Context: an optimization exercise on an open-source flow, tuned for small area. The choices shown serve that exercise and are no tape-out recipe. Function not checked in this run: the RTL went through the layout flow alone. No activity file was given, so power comes from the tool's default toggle rates.

==> design/flow/design.v <==
`timescale 1ns / 1ps
module Elevator(input CLK,
					input RST,
					input [1:0] mode,
					input [3:0] request,
					output reg[3:0] currentFloor1,
					output reg[3:0] currentFloor2,
					output reg doorOpen1, 
					output reg doorOpen2, 
					output reg [3:0] listingLeds,
					output reg listBusy,
					output reg state);
reg [3:0] taskPool[0:7];
reg [3:0] currentTask1;
reg [3:0] currentTask2;
integer i; 
integer j; 
always@(posedge CLK) begin
	if (RST) begin
		currentFloor1  <= 1;
		currentFloor2  <= 1;
		doorOpen1 <=1;
		doorOpen2 <=1;
		listingLeds <=4'b0000;
		listBusy  <= 0;
		state  <= 0;
		taskPool[0]  <= 0;
		taskPool[1]  <= 0;
		taskPool[2]  <= 0;
		taskPool[3]  <= 0;
		taskPool[4]  <= 0;
		taskPool[5]  <= 0;
		taskPool[6]  <= 0;
		taskPool[7]  <= 0;
		currentTask1  <= 0;
		currentTask2  <= 0;
		i  <= 0;
		j  <= 0;
	end
	else if (state == 0) begin
		if (mode == 0) begin
			if (taskPool[0] != request && taskPool[1] != request &&
				 taskPool[2] != request && taskPool[3] != request &&
				 taskPool[4] != request && taskPool[5] != request &&
				 taskPool[6] != request && taskPool[7] != request && i < 8) begin
				state <= 0;
				listBusy <= 0;
				listingLeds <= 0;
				doorOpen1 <= doorOpen1;
				doorOpen2 <= doorOpen2;
				currentFloor1 <= currentFloor1;
				currentFloor2 <= currentFloor2;
				currentTask1 <= 0;
				currentTask2 <= 0;	
				taskPool[i] <= request;
				i <= i + 1;
				j <= 0;
			end
		end
		else if (mode == 1) begin
			if (i > j) begin
				state <= 0;
				listBusy <= 1;
				listingLeds <= taskPool[j];
				doorOpen1 <= doorOpen1;
				doorOpen2 <= doorOpen2;
				currentFloor1 <= currentFloor1;
				currentFloor2 <= currentFloor2;
				currentTask1 <= 0;
				currentTask2 <= 0;
				i <= i;
				j <= j + 1;
			end
			else begin
				state <= 0;
				listBusy <= 0;
				listingLeds <= 0;
				doorOpen1 <= doorOpen1;
				doorOpen2 <= doorOpen2;
				currentFloor1 <= currentFloor1;
				currentFloor2 <= currentFloor2;
				currentTask1 <= 0;
				currentTask2 <= 0;
				i <= i;
				j <= 0;
			end
		end
		else if (mode == 2 && request != 0) begin
			if (taskPool[0] == request) begin
				state <= 0;
				listBusy <= 0;
				listingLeds <= 0;
				doorOpen1 <= doorOpen1;
				doorOpen2 <= doorOpen2;
				currentFloor1 <= currentFloor1;
				currentFloor2 <= currentFloor2;	
				currentTask1 <= 0;
				currentTask2 <= 0;			
				taskPool[0] <= taskPool[1];				
				taskPool[1] <= taskPool[2];				
				taskPool[2] <= taskPool[3];				
				taskPool[3] <= taskPool[4];
				taskPool[4] <= taskPool[5];
				taskPool[5] <= taskPool[6];
				taskPool[6] <= taskPool[7];
				taskPool[7] <= 0;
				i <= i - 1;
				j <= 0;
			end
			else if (taskPool[1] == request) begin
				state <= 0;
				listBusy <= 0;
				listingLeds <= 0;
				doorOpen1 <= doorOpen1;
				doorOpen2 <= doorOpen2;
				currentFloor1 <= currentFloor1;
				currentFloor2 <= currentFloor2;	
				currentTask1 <= 0;
				currentTask2 <= 0;			
				taskPool[0] <= taskPool[0];				
				taskPool[1] <= taskPool[2];				
				taskPool[2] <= taskPool[3];				
				taskPool[3] <= taskPool[4];
				taskPool[4] <= taskPool[5];
				taskPool[5] <= taskPool[6];
				taskPool[6] <= taskPool[7];
				taskPool[7] <= 0;
				i <= i - 1;
				j <= 0;
			end
			else if (taskPool[2] == request) begin
				state <= 0;
				listBusy <= 0;
				listingLeds <= 0;
				doorOpen1 <= doorOpen1;
				doorOpen2 <= doorOpen2;
				currentFloor1 <= currentFloor1;
				currentFloor2 <= currentFloor2;
				currentTask1 <= 0;
				currentTask2 <= 0;				
				taskPool[0] <= taskPool[0];				
				taskPool[1] <= taskPool[1];				
				taskPool[2] <= taskPool[3];				
				taskPool[3] <= taskPool[4];
				taskPool[4] <= taskPool[5];
				taskPool[5] <= taskPool[6];
				taskPool[6] <= taskPool[7];
				taskPool[7] <= 0;
				i <= i - 1;
				j <= 0;
			end
			else if (taskPool[3] == request) begin
				state <= 0;
				listBusy <= 0;
				listingLeds <= 0;
				doorOpen1 <= doorOpen1;
				doorOpen2 <= doorOpen2;
				currentFloor1 <= currentFloor1;
				currentFloor2 <= currentFloor2;
				currentTask1 <= 0;
				currentTask2 <= 0;			
				taskPool[0] <= taskPool[0];				
				taskPool[1] <= taskPool[1];				
				taskPool[2] <= taskPool[2];				
				taskPool[3] <= taskPool[4];
				taskPool[4] <= taskPool[5];
				taskPool[5] <= taskPool[6];
				taskPool[6] <= taskPool[7];
				taskPool[7] <= 0;
				i <= i - 1;
				j <= 0;
			end
			else if (taskPool[4] == request) begin
				state <= 0;
				listBusy <= 0;
				listingLeds <= 0;
				doorOpen1 <= doorOpen1;
				doorOpen2 <= doorOpen2;
				currentFloor1 <= currentFloor1;
				currentFloor2 <= currentFloor2;
				currentTask1 <= 0;
				currentTask2 <= 0;			
				taskPool[0] <= taskPool[0];				
				taskPool[1] <= taskPool[1];				
				taskPool[2] <= taskPool[2];				
				taskPool[3] <= taskPool[3];
				taskPool[4] <= taskPool[5];
				taskPool[5] <= taskPool[6];
				taskPool[6] <= taskPool[7];
				taskPool[7] <= 0;
				i <= i - 1;
				j <= 0;
			end
			else if (taskPool[5] == request) begin
				state <= 0;
				listBusy <= 0;
				listingLeds <= 0;
				doorOpen1 <= doorOpen1;
				doorOpen2 <= doorOpen2;
				currentFloor1 <= currentFloor1;
				currentFloor2 <= currentFloor2;
				currentTask1 <= 0;
				currentTask2 <= 0;			
				taskPool[0] <= taskPool[0];				
				taskPool[1] <= taskPool[1];				
				taskPool[2] <= taskPool[2];				
				taskPool[3] <= taskPool[3];
				taskPool[4] <= taskPool[4];
				taskPool[5] <= taskPool[6];
				taskPool[6] <= taskPool[7];
				taskPool[7] <= 0;
				i <= i - 1;
				j <= 0;
			end
			else if (taskPool[6] == request) begin
				state <= 0;
				listBusy <= 0;
				listingLeds <= 0;
				doorOpen1 <= doorOpen1;
				doorOpen2 <= doorOpen2;
				currentFloor1 <= currentFloor1;
				currentFloor2 <= currentFloor2;
				currentTask1 <= 0;
				currentTask2 <= 0;				
				taskPool[0] <= taskPool[0];				
				taskPool[1] <= taskPool[1];				
				taskPool[2] <= taskPool[2];				
				taskPool[3] <= taskPool[3];
				taskPool[4] <= taskPool[4];
				taskPool[5] <= taskPool[5];
				taskPool[6] <= taskPool[7];
				taskPool[7] <= 0;
				i <= i - 1;
				j <= 0;
			end
			else if (taskPool[7] == request) begin
				state <= 0;
				listBusy <= 0;
				listingLeds <= 0;
				doorOpen1 <= doorOpen1;
				doorOpen2 <= doorOpen2;
				currentFloor1 <= currentFloor1;
				currentFloor2 <= currentFloor2;
				currentTask1 <= 0;
				currentTask2 <= 0;			
				taskPool[0] <= taskPool[0];				
				taskPool[1] <= taskPool[1];				
				taskPool[2] <= taskPool[2];				
				taskPool[3] <= taskPool[3];
				taskPool[4] <= taskPool[4];
				taskPool[5] <= taskPool[5];
				taskPool[6] <= taskPool[6];
				taskPool[7] <= 0;
				i <= i - 1;
				j <= 0;
			end
		end
		else if (mode == 3) begin
			listBusy <= 0;
			listingLeds <= 0;
			currentTask1 <= taskPool[0];
			currentTask2 <= taskPool[1];			
			taskPool[0] <= taskPool[2];				
			taskPool[1] <= taskPool[3];				
			taskPool[2] <= taskPool[4];				
			taskPool[3] <= taskPool[5];
			taskPool[4] <= taskPool[6];
			taskPool[5] <= taskPool[7];
			taskPool[6] <= 0;
			taskPool[7] <= 0;
			j <= 0;
			if (taskPool[0] != 0 && taskPool[1] != 0) begin
				i <= i - 2;
				state <= 1;
				doorOpen1 <= 0;
				doorOpen2 <= 0;
				if (taskPool[0] > currentFloor1) currentFloor1 <= currentFloor1 + 1;
				else if (taskPool[0] < currentFloor1) currentFloor1 <= currentFloor1 - 1;
				if (taskPool[1] > currentFloor2) currentFloor2 <= currentFloor2 + 1;
				else if (taskPool[1] < currentFloor2) currentFloor2 <= currentFloor2 - 1;
				if ((taskPool[0] == currentFloor1 || taskPool[0] == currentFloor1 - 1 ||taskPool[0] == currentFloor1 + 1) &&
					 (taskPool[1] == currentFloor2 || taskPool[1] == currentFloor2 - 1 ||taskPool[1] == currentFloor2 + 1)) begin
					if (i == 2) state <= 0;
					doorOpen1 <= 1;
					doorOpen2 <= 1;
					currentTask1 <= 0;
					currentTask2 <= 0;
				end
				else if (taskPool[0] == currentFloor1 || taskPool[0] == currentFloor1 - 1 ||taskPool[0] == currentFloor1 + 1) begin
					doorOpen1 <= 1;
					currentTask1 <= 0;
				end
				else if (taskPool[1] == currentFloor2 || taskPool[1] == currentFloor2 - 1 ||taskPool[1] == currentFloor2 + 1) begin
					doorOpen2 <= 1;
					currentTask2 <= 0;
				end
			end
			else if (taskPool[0] != 0) begin
				i <= i - 1;
				state <= 1;
				doorOpen1 <= 0;
				doorOpen2 <= 1;
				if (taskPool[0] > currentFloor1) currentFloor1 <= currentFloor1 + 1;
				else if (taskPool[0] < currentFloor1) currentFloor1 <= currentFloor1 - 1;
				if (taskPool[0] == currentFloor1 || taskPool[0] == currentFloor1 - 1 ||taskPool[0] == currentFloor1 + 1) begin
					if (i == 1) state <= 0;
					doorOpen1 <= 1;
					currentTask1 <= 0;
				end
			end
			else begin
				i <= i;
				state <= 0;
				doorOpen1 <= 1;
				doorOpen2 <= 1;
			end
			if (i > 2) state <= 1;
		end
	end
	else if (state == 1) begin
		listBusy <= 0;
		listingLeds <= 0;
		if (currentTask1 == 0 && currentTask2 == 0) begin
			currentTask1 <= taskPool[0];
			currentTask2 <= taskPool[1];			
			taskPool[0] <= taskPool[2];				
			taskPool[1] <= taskPool[3];				
			taskPool[2] <= taskPool[4];				
			taskPool[3] <= taskPool[5];
			taskPool[4] <= taskPool[6];
			taskPool[5] <= taskPool[7];
			taskPool[6] <= 0;
			taskPool[7] <= 0;
			j <= 0;
			if (taskPool[0] != 0 && taskPool[1] != 0) begin
				i <= i - 2;
				state <= 1;
				doorOpen1 <= 0;
				doorOpen2 <= 0;
				if (taskPool[0] > currentFloor1) currentFloor1 <= currentFloor1 + 1;
				else if (taskPool[0] < currentFloor1) currentFloor1 <= currentFloor1 - 1;
				if (taskPool[1] > currentFloor2) currentFloor2 <= currentFloor2 + 1;
				else if (taskPool[1] < currentFloor2) currentFloor2 <= currentFloor2 - 1;
				if ((taskPool[0] == currentFloor1 || taskPool[0] == currentFloor1 - 1 ||taskPool[0] == currentFloor1 + 1) &&
					 (taskPool[1] == currentFloor2 || taskPool[1] == currentFloor2 - 1 ||taskPool[1] == currentFloor2 + 1)) begin
					if (i == 2) state <= 0;
					doorOpen1 <= 1;
					doorOpen2 <= 1;
					currentTask1 <= 0;
					currentTask2 <= 0;
				end
				else if (taskPool[0] == currentFloor1 || taskPool[0] == currentFloor1 - 1 ||taskPool[0] == currentFloor1 + 1) begin
					doorOpen1 <= 1;
					currentTask1 <= 0;
				end
				else if (taskPool[1] == currentFloor2 || taskPool[1] == currentFloor2 - 1 ||taskPool[1] == currentFloor2 + 1) begin
					doorOpen2 <= 1;
					currentTask2 <= 0;
				end
			end
			else if (taskPool[0] != 0) begin
				i <= i - 1;
				state <= 1;
				doorOpen1 <= 0;
				doorOpen2 <= 1;
				if (taskPool[0] > currentFloor1) currentFloor1 <= currentFloor1 + 1;
				else if (taskPool[0] < currentFloor1) currentFloor1 <= currentFloor1 - 1;
				if (taskPool[0] == currentFloor1 || taskPool[0] == currentFloor1 - 1 ||taskPool[0] == currentFloor1 + 1) begin
					if (i == 1) state <= 0;
					doorOpen1 <= 1;
					currentTask1 <= 0;
				end
			end
			else begin
				i <= i;
				state <= 0;
				doorOpen1 <= 1;
				doorOpen2 <= 1;
			end
			if (i > 2) state <= 1;
		end
		else if (currentTask1 == 0) begin
			currentTask1 <= taskPool[0];		
			taskPool[0] <= taskPool[1];				
			taskPool[1] <= taskPool[2];				
			taskPool[2] <= taskPool[3];				
			taskPool[3] <= taskPool[4];
			taskPool[4] <= taskPool[5];
			taskPool[5] <= taskPool[6];
			taskPool[6] <= taskPool[7];
			taskPool[7] <= 0;
			j <= 0;
			if (currentTask2 > currentFloor2) currentFloor2 <= currentFloor2 + 1;
			else if (currentTask2 < currentFloor2) currentFloor2 <= currentFloor2 - 1;
			if (taskPool[0] != 0) begin
				i <= i - 1;
				state <= 1;
				doorOpen1 <= 0;
				if (taskPool[0] > currentFloor1) currentFloor1 <= currentFloor1 + 1;
				else if (taskPool[0] < currentFloor1) currentFloor1 <= currentFloor1 - 1;	
				if ((taskPool[0] == currentFloor1 || taskPool[0] == currentFloor1 - 1 ||taskPool[0] == currentFloor1 + 1) &&
					 (currentTask2 == currentFloor2 || currentTask2 == currentFloor2 - 1 || currentTask2 == currentFloor2 + 1)) begin
					if (i == 1) state <= 0;
					doorOpen1 <= 1;
					doorOpen2 <= 1;
					currentTask1 <= 0;
					currentTask2 <= 0;
				end
				else if (taskPool[0] == currentFloor1 || taskPool[0] == currentFloor1 - 1 ||taskPool[0] == currentFloor1 + 1) begin
					doorOpen1 <= 1;
					currentTask1 <= 0;
				end
				else if (currentTask2 == currentFloor2 || currentTask2 == currentFloor2 - 1 || currentTask2 == currentFloor2 + 1) begin
					doorOpen2 <= 1;
					currentTask2 <= 0;
				end
			end
			else begin
				state <= 1;
				doorOpen1 <= 1;
				currentTask1 <= 0;
				if (currentTask2 == currentFloor2 || currentTask2 == currentFloor2 - 1 || currentTask2 == currentFloor2 + 1) begin
					state <= 0;
					doorOpen2 <= 1;
					currentTask2 <= 0;
				end
			end
			if (i > 1) state <= 1;
		end
		else if (currentTask2 == 0) begin
			currentTask2 <= taskPool[0];		
			taskPool[0] <= taskPool[1];				
			taskPool[1] <= taskPool[2];				
			taskPool[2] <= taskPool[3];				
			taskPool[3] <= taskPool[4];
			taskPool[4] <= taskPool[5];
			taskPool[5] <= taskPool[6];
			taskPool[6] <= taskPool[7];
			taskPool[7] <= 0;
			j <= 0;
			if (currentTask1 > currentFloor1) currentFloor1 <= currentFloor1 + 1;
			else if (currentTask1 < currentFloor1) currentFloor1 <= currentFloor1 - 1;
			if (taskPool[0] != 0) begin
				i <= i - 1;
				state <= 1;
				doorOpen2 <= 0;
				if (taskPool[0] > currentFloor2) currentFloor2 <= currentFloor2 + 1;
				else if (taskPool[0] < currentFloor2) currentFloor2 <= currentFloor2 - 1;	
				if ((taskPool[0] == currentFloor2 || taskPool[0] == currentFloor2 - 1 ||taskPool[0] == currentFloor2 + 1) &&
					 (currentTask1 == currentFloor1 || currentTask1 == currentFloor1 - 1 || currentTask1 == currentFloor1 + 1)) begin
					if (i == 1) state <= 0;
					doorOpen1 <= 1;
					doorOpen2 <= 1;
					currentTask1 <= 0;
					currentTask2 <= 0;
				end
				else if (taskPool[0] == currentFloor2 || taskPool[0] == currentFloor2 - 1 ||taskPool[0] == currentFloor2 + 1) begin
					doorOpen2 <= 1;
					currentTask2 <= 0;
				end
				else if (currentTask1 == currentFloor1 || currentTask1 == currentFloor1 - 1 || currentTask1 == currentFloor1 + 1) begin
					doorOpen1 <= 1;
					currentTask1 <= 0;
				end
			end
			else begin
				state <= 1;
				doorOpen2 <= 1;
				currentTask2 <= 0;
				if (currentTask1 == currentFloor1 || currentTask1 == currentFloor1 - 1 || currentTask1 == currentFloor1 + 1) begin
					state <= 0;
					doorOpen1 <= 1;
					currentTask1 <= 0;
				end
			end
			if (i > 1) state <= 1;
		end
		else begin
			state <= 1;
			j <= 0;
			if (currentTask1 > currentFloor1) currentFloor1 <= currentFloor1 + 1;
			else if (currentTask1 < currentFloor1) currentFloor1 <= currentFloor1 - 1;
			if (currentTask2 > currentFloor2) currentFloor2 <= currentFloor2 + 1;
			else if (currentTask2 < currentFloor2) currentFloor2 <= currentFloor2 - 1;
			if ((currentTask1 == currentFloor1 || currentTask1 == currentFloor1 - 1 || currentTask1 == currentFloor1 + 1) &&
				 (currentTask2 == currentFloor2 || currentTask2 == currentFloor2 - 1 || currentTask2 == currentFloor2 + 1)) begin
				if (i == 0) state <= 0;
				doorOpen1 <= 1;
				doorOpen2 <= 1;
				currentTask1 <= 0;
				currentTask2 <= 0;
			end
			else if (currentTask1 == currentFloor1 || currentTask1 == currentFloor1 - 1 || currentTask1 == currentFloor1 + 1) begin
				doorOpen1 <= 1;
				currentTask1 <= 0;
			end
			else if (currentTask2 == currentFloor2 || currentTask2 == currentFloor2 - 1 ||currentTask2 == currentFloor2 + 1) begin
				doorOpen2 <= 1;
				currentTask2 <= 0;
			end
			if (i > 0) state <= 1;
		end
	end
end
endmodule
==> design/flow/run.sh <==
#!/bin/bash
# synth_recipe.tcl (not shown) runs the flow's synth.tcl, then flattens the netlist and writes it again
# the make line also repeats each setting of config.mk as NAME=value (left out here)
make -C /OpenROAD-flow-scripts/flow DESIGN_CONFIG=/design/flow/config.mk WORK_HOME=/design/flow/orfs CLKGATE_MAP_FILE= SYNTH_SCRIPT=/design/flow/synth_recipe.tcl finish
==> design/flow/config.mk <==
export PLATFORM = sky130hd
export DESIGN_NAME = Elevator
export DESIGN_NICKNAME = Elevator
export VERILOG_FILES = /design/flow/design.v
export SDC_FILE = /design/flow/constraint.sdc
export NUM_CORES = 4
export LEC_CHECK = 0
export CAP_MARGIN = 20
export CORE_MARGIN = 2
export CORE_UTILIZATION = 40
export SLEW_MARGIN = 20
==> design/flow/constraint.sdc <==
create_clock -name core_clock -period 10.0 [get_ports {CLK}]
set_input_delay 2.0000 -clock core_clock [delete_from_list [all_inputs] [get_ports {CLK}]]
set_output_delay 2.0000 -clock core_clock [all_outputs]
set_load 0.01 [all_outputs]
==> flow_summary.ini <==
[power_and_ir_drop]
p_int_mw = 2.06
combPwrFrac = 0.590
p_leak_nw = 4.49
sequentialPowerShare = 0.233
power_density_nw_per_um2 = 326
sw_frac_of_total = 0.506
p_switching_mw = 2.11
ir_drop_mv = 0.133
power_frac_clock = 0.177

[global_routing]
grt_pass1_vias = 11500
grt.overflow.total = 0
antenna_found_initial = 0
grt_start_max_net_pins = 48
grt_use_total = 0.268
grt_pass1_wl_um = 65600

[drt]
vias_per_cell = 6.53
wl_um = 41200
drt_iter0_markers = 1474
drc = 0
ant_nets = 0
wire_per_inst_um = 21.8
vias = 12300
drt_pass1_iterations = 7

[timing]
finalHoldViolCount = 0
max_clock_freq_mhz = 169
setup_tns_ns = 0
rsz0062_at_grt = no
max_slew_margin = 0.266
fin_crit_ns = 5.93
finalClockSkew_ns = 0.0128
setup_viol = 0
holdWs_ns = 0.483
min_period_over_period = 0.593
slew_violations = 0
worst_pin_slew_ns = 1.09

[worst_setup_path]
crit_arrival_ns = 6.26
critPathRequiredTime_ns = 10.32
r2r_slack_ns = 6.04
worst-setup-path-type = primary input to flip-flop
reg2reg_depth = 8
cp-end-kind = flip-flop
worstPathMaxFanout = 21
cp_slowest_cell = clkdlybuf4s50_1
endpoint = j[24]
cp.depth = 9
crit_family = simple AND/OR/NAND/NOR gates
start_kind = primary input
reg2reg_from = taskPool[1][2]
startpoint = request[2]
rr_endpoint = j[24]
worst-path-buf-inv = 1
cp_common_cell = nand3_1
critPathMaxStageDelay_ns = 1.10
crit_chain = clkdlybuf4s50_1, xnor2_1, nand4_1, nand3_1, o311ai_1, nand3_1, nand2_1, nor2_1, a2111oi_0

[die]
core_um2 = 28700
rows = 62
die_x_um = 175
io_pins = 24
die_h_um = 175
start_util = 0.406
dieArea_um2 = 30500

[cells_and_area]
fillers = 2952
fin_nets = 1564
drive_above_1_share = 0.0619
diodes = 0
fin_area_um2 = 12800
area_growth_pct = 9.57

[clock_network]
clk_latency_ns = 0.44
cts_buffer_depth = 2
htreeDepth = 4
hold_buffers = 0
numCtsBuffers = 17
cts_resized = 0
clkSinkCount = 123
cts_tree = done
path_clk_slew_ns = 0.06
post_cts_buffers = 0
cts_root_buffer = clkbuf_16

[placed_design]
dp_hpwl_um = 29900
post_dp_cell_area_um2 = 12100
gp_congestion = 0.967
portBuffers = 23

[yosys]
synth_flop_cell = dfxtp_1
synth_cell_types = 87
ys_async_sr_fraction = 0
synth-seq-area-share = 0.235
yosysWarnings = 1
synth_area_um2 = 11700
synth_edf_count = 28
synth.ff_latch_count = 123
synth_fp_nets = 1609
synth.avg_cell_area_um2 = 7.59
syn_inst = 1535

[run_status]
status = timing/DRC/antenna clean

[flow_run]
drv_cap = 0

[worst_hold_path]
hold_path.class = flip-flop to flip-flop
## metrics by stage
stage	std cells	worst slack [ns]	utilization	total power, mW
4_1_cts	1887	4.09	0.445	4.11
2_1_floorplan	1535	5.22	-	2.66
6_report	1887	4.07	0.445	4.16
3_5_place_dp	1855	3.68	0.421	3.36
5_1_grt	1887	3.62	0.445	4.45
3_3_place_gp	1855	3.86	0.421	3.34
## layout by cell type, fill, tap and decap left out, types with 18 or more instances in the layout
cell	instances
mux2i_1	18
nand2_1	124
a221o_1	18
nand2b_1	21
edfxtp_1	28
a211oi_1	19
a21oi_1	91
nor2b_1	22
ha_1	66
clkbuf_16	19
xnor2_1	75
and3_1	33
xor2_1	20
inv_1	68
nor4_1	25
nand4_1	41
nor3_1	47
a31oi_1	22
o21ai_0	72
nor2_1	150
dfxtp_1	95
clkdlybuf4s50_1	22
nand3_1	76
## cell type report
cell class                      count  area, um^2  area share
Inverter                           69         259      0.0203
Clock inverter                     12         206      0.0162
Clock buffer                       20         479      0.0375
Sequential cell                   123        2740       0.215
Timing Repair Buffer               40         353      0.0276
Tap cell                          384         480      0.0376
Multi-Input combinational cell   1239        8250       0.646
## synth_stat cells (13+ instances only)
cell,number,share of area
o21ai_0,72,0.031
a31oi_1,22,0.012
ha_1,66,0.071
o221ai_1,15,0.011
dfxtp_1,95,0.16
xor2_1,20,0.015
inv_1,68,0.022
nand2_1,124,0.040
clkbuf_1,83,0.027
xnor2_1,75,0.056
or3_1,13,0.0070
nor2_1,151,0.049
nor2b_1,22,0.012
buf_2,16,0.0069
a21oi_1,91,0.039
nand4_1,41,0.022
or4_1,15,0.0097
o22ai_1,16,0.0086
and4_1,15,0.011
nor4_1,27,0.014
edfxtp_1,28,0.072
a22oi_1,16,0.010
mux2i_1,18,0.015
and3_1,33,0.018
a221o_1,18,0.015
nand2b_1,21,0.011
nand3_1,76,0.033
a211oi_1,19,0.012
nor3_1,47,0.020
## sequential cells by signal (all words and copies together) (netlist names), named ones only
register	cells
doorOpen2	1
doorOpen1	1
listingLeds	4
i	32
currentFloor2	4
currentTask2	4
j	32
state	1
listBusy	1
currentTask1	4
currentFloor1	4
taskPool	32
## tightest hold or removal path, cell delays in order (launching register included)
cell     delay [ns]
dfxtp_1        0.33
nor2_1         0.05
nor2_1         0.07
## logic make-up (layout without fill, tap and decap cells)
kind of cell | Yosys count | in the layout | share of synthesized area
xor+xnor | 95 | 95 | 0.0714
flops | 123 | 123 | 0.235
simple gates | 633 | 633 | 0.281
mux | 30 | 30 | 0.0348
compound gates | 415 | 415 | 0.248
buf+inv | 173 | 141 | 0.0581
fa+ha+maj | 66 | 66 | 0.0708
## how the worst min path moves through the flow
stage                        start  endpoint  slack [ns]  depth (start not counted)
after floorplan              j[28]     j[28]        0.46                          2
after global placement    listBusy  listBusy        0.46                          2
after detailed placement  listBusy  listBusy        0.46                          2
after CTS                 listBusy  listBusy        0.48                          2
after global routing      listBusy  listBusy        0.50                          2
final                     listBusy  listBusy        0.48                          2
## metal layers
metal	GRT usage	part of all wire	up-vias
met4	0.101	0.032	0
li1	-	-	5714
met2	0.420	0.44	610
met1	0.372	0.44	5902
met5	0	0	-
met3	0.0396	0.079	102
## power by group through the flow
stage	sequential, mW	clock, mW	combinational, mW
5_1_grt	0.986	0.763	2.70
4_1_cts	0.953	0.742	2.41
6_report	0.969	0.737	2.46
2_1_floorplan	0.769	0	1.89
3_3_place_gp	0.964	0	2.37
3_5_place_dp	0.963	0	2.39

==> afterwards: timing with drivers on the ports <==
The flow's constraints put no driver on any port. The routed layout listed below was extracted and timed again, unchanged, in two steps.
Step 1: set_driving_cell puts a clkbuf_16 on CLK and a buf_2 on each other input, an assumption about the parent block.
Step 2 adds t to the input delays and takes it off the output delays; t is the mean of the earliest and latest rising clock arrival at the registers after step 1. Input paths then give back, and output paths get back, about the clock's delay inside the block.
Slacks: no drivers / after step 1 / after step 2; pairs: no drivers / after step 1.
t (ns): 0.488
setup WS [ns]: 4.066 / 4.093 / 3.605
worst hold slack (ns): 0.483 / 0.483 / 0.483
worst register clock-pin slew, ns: 0.07 / 0.07
After both steps setup and hold are still met in this run. The setup slack of this run moves by +0.027 ns with the drivers and by -0.461 ns with both steps.
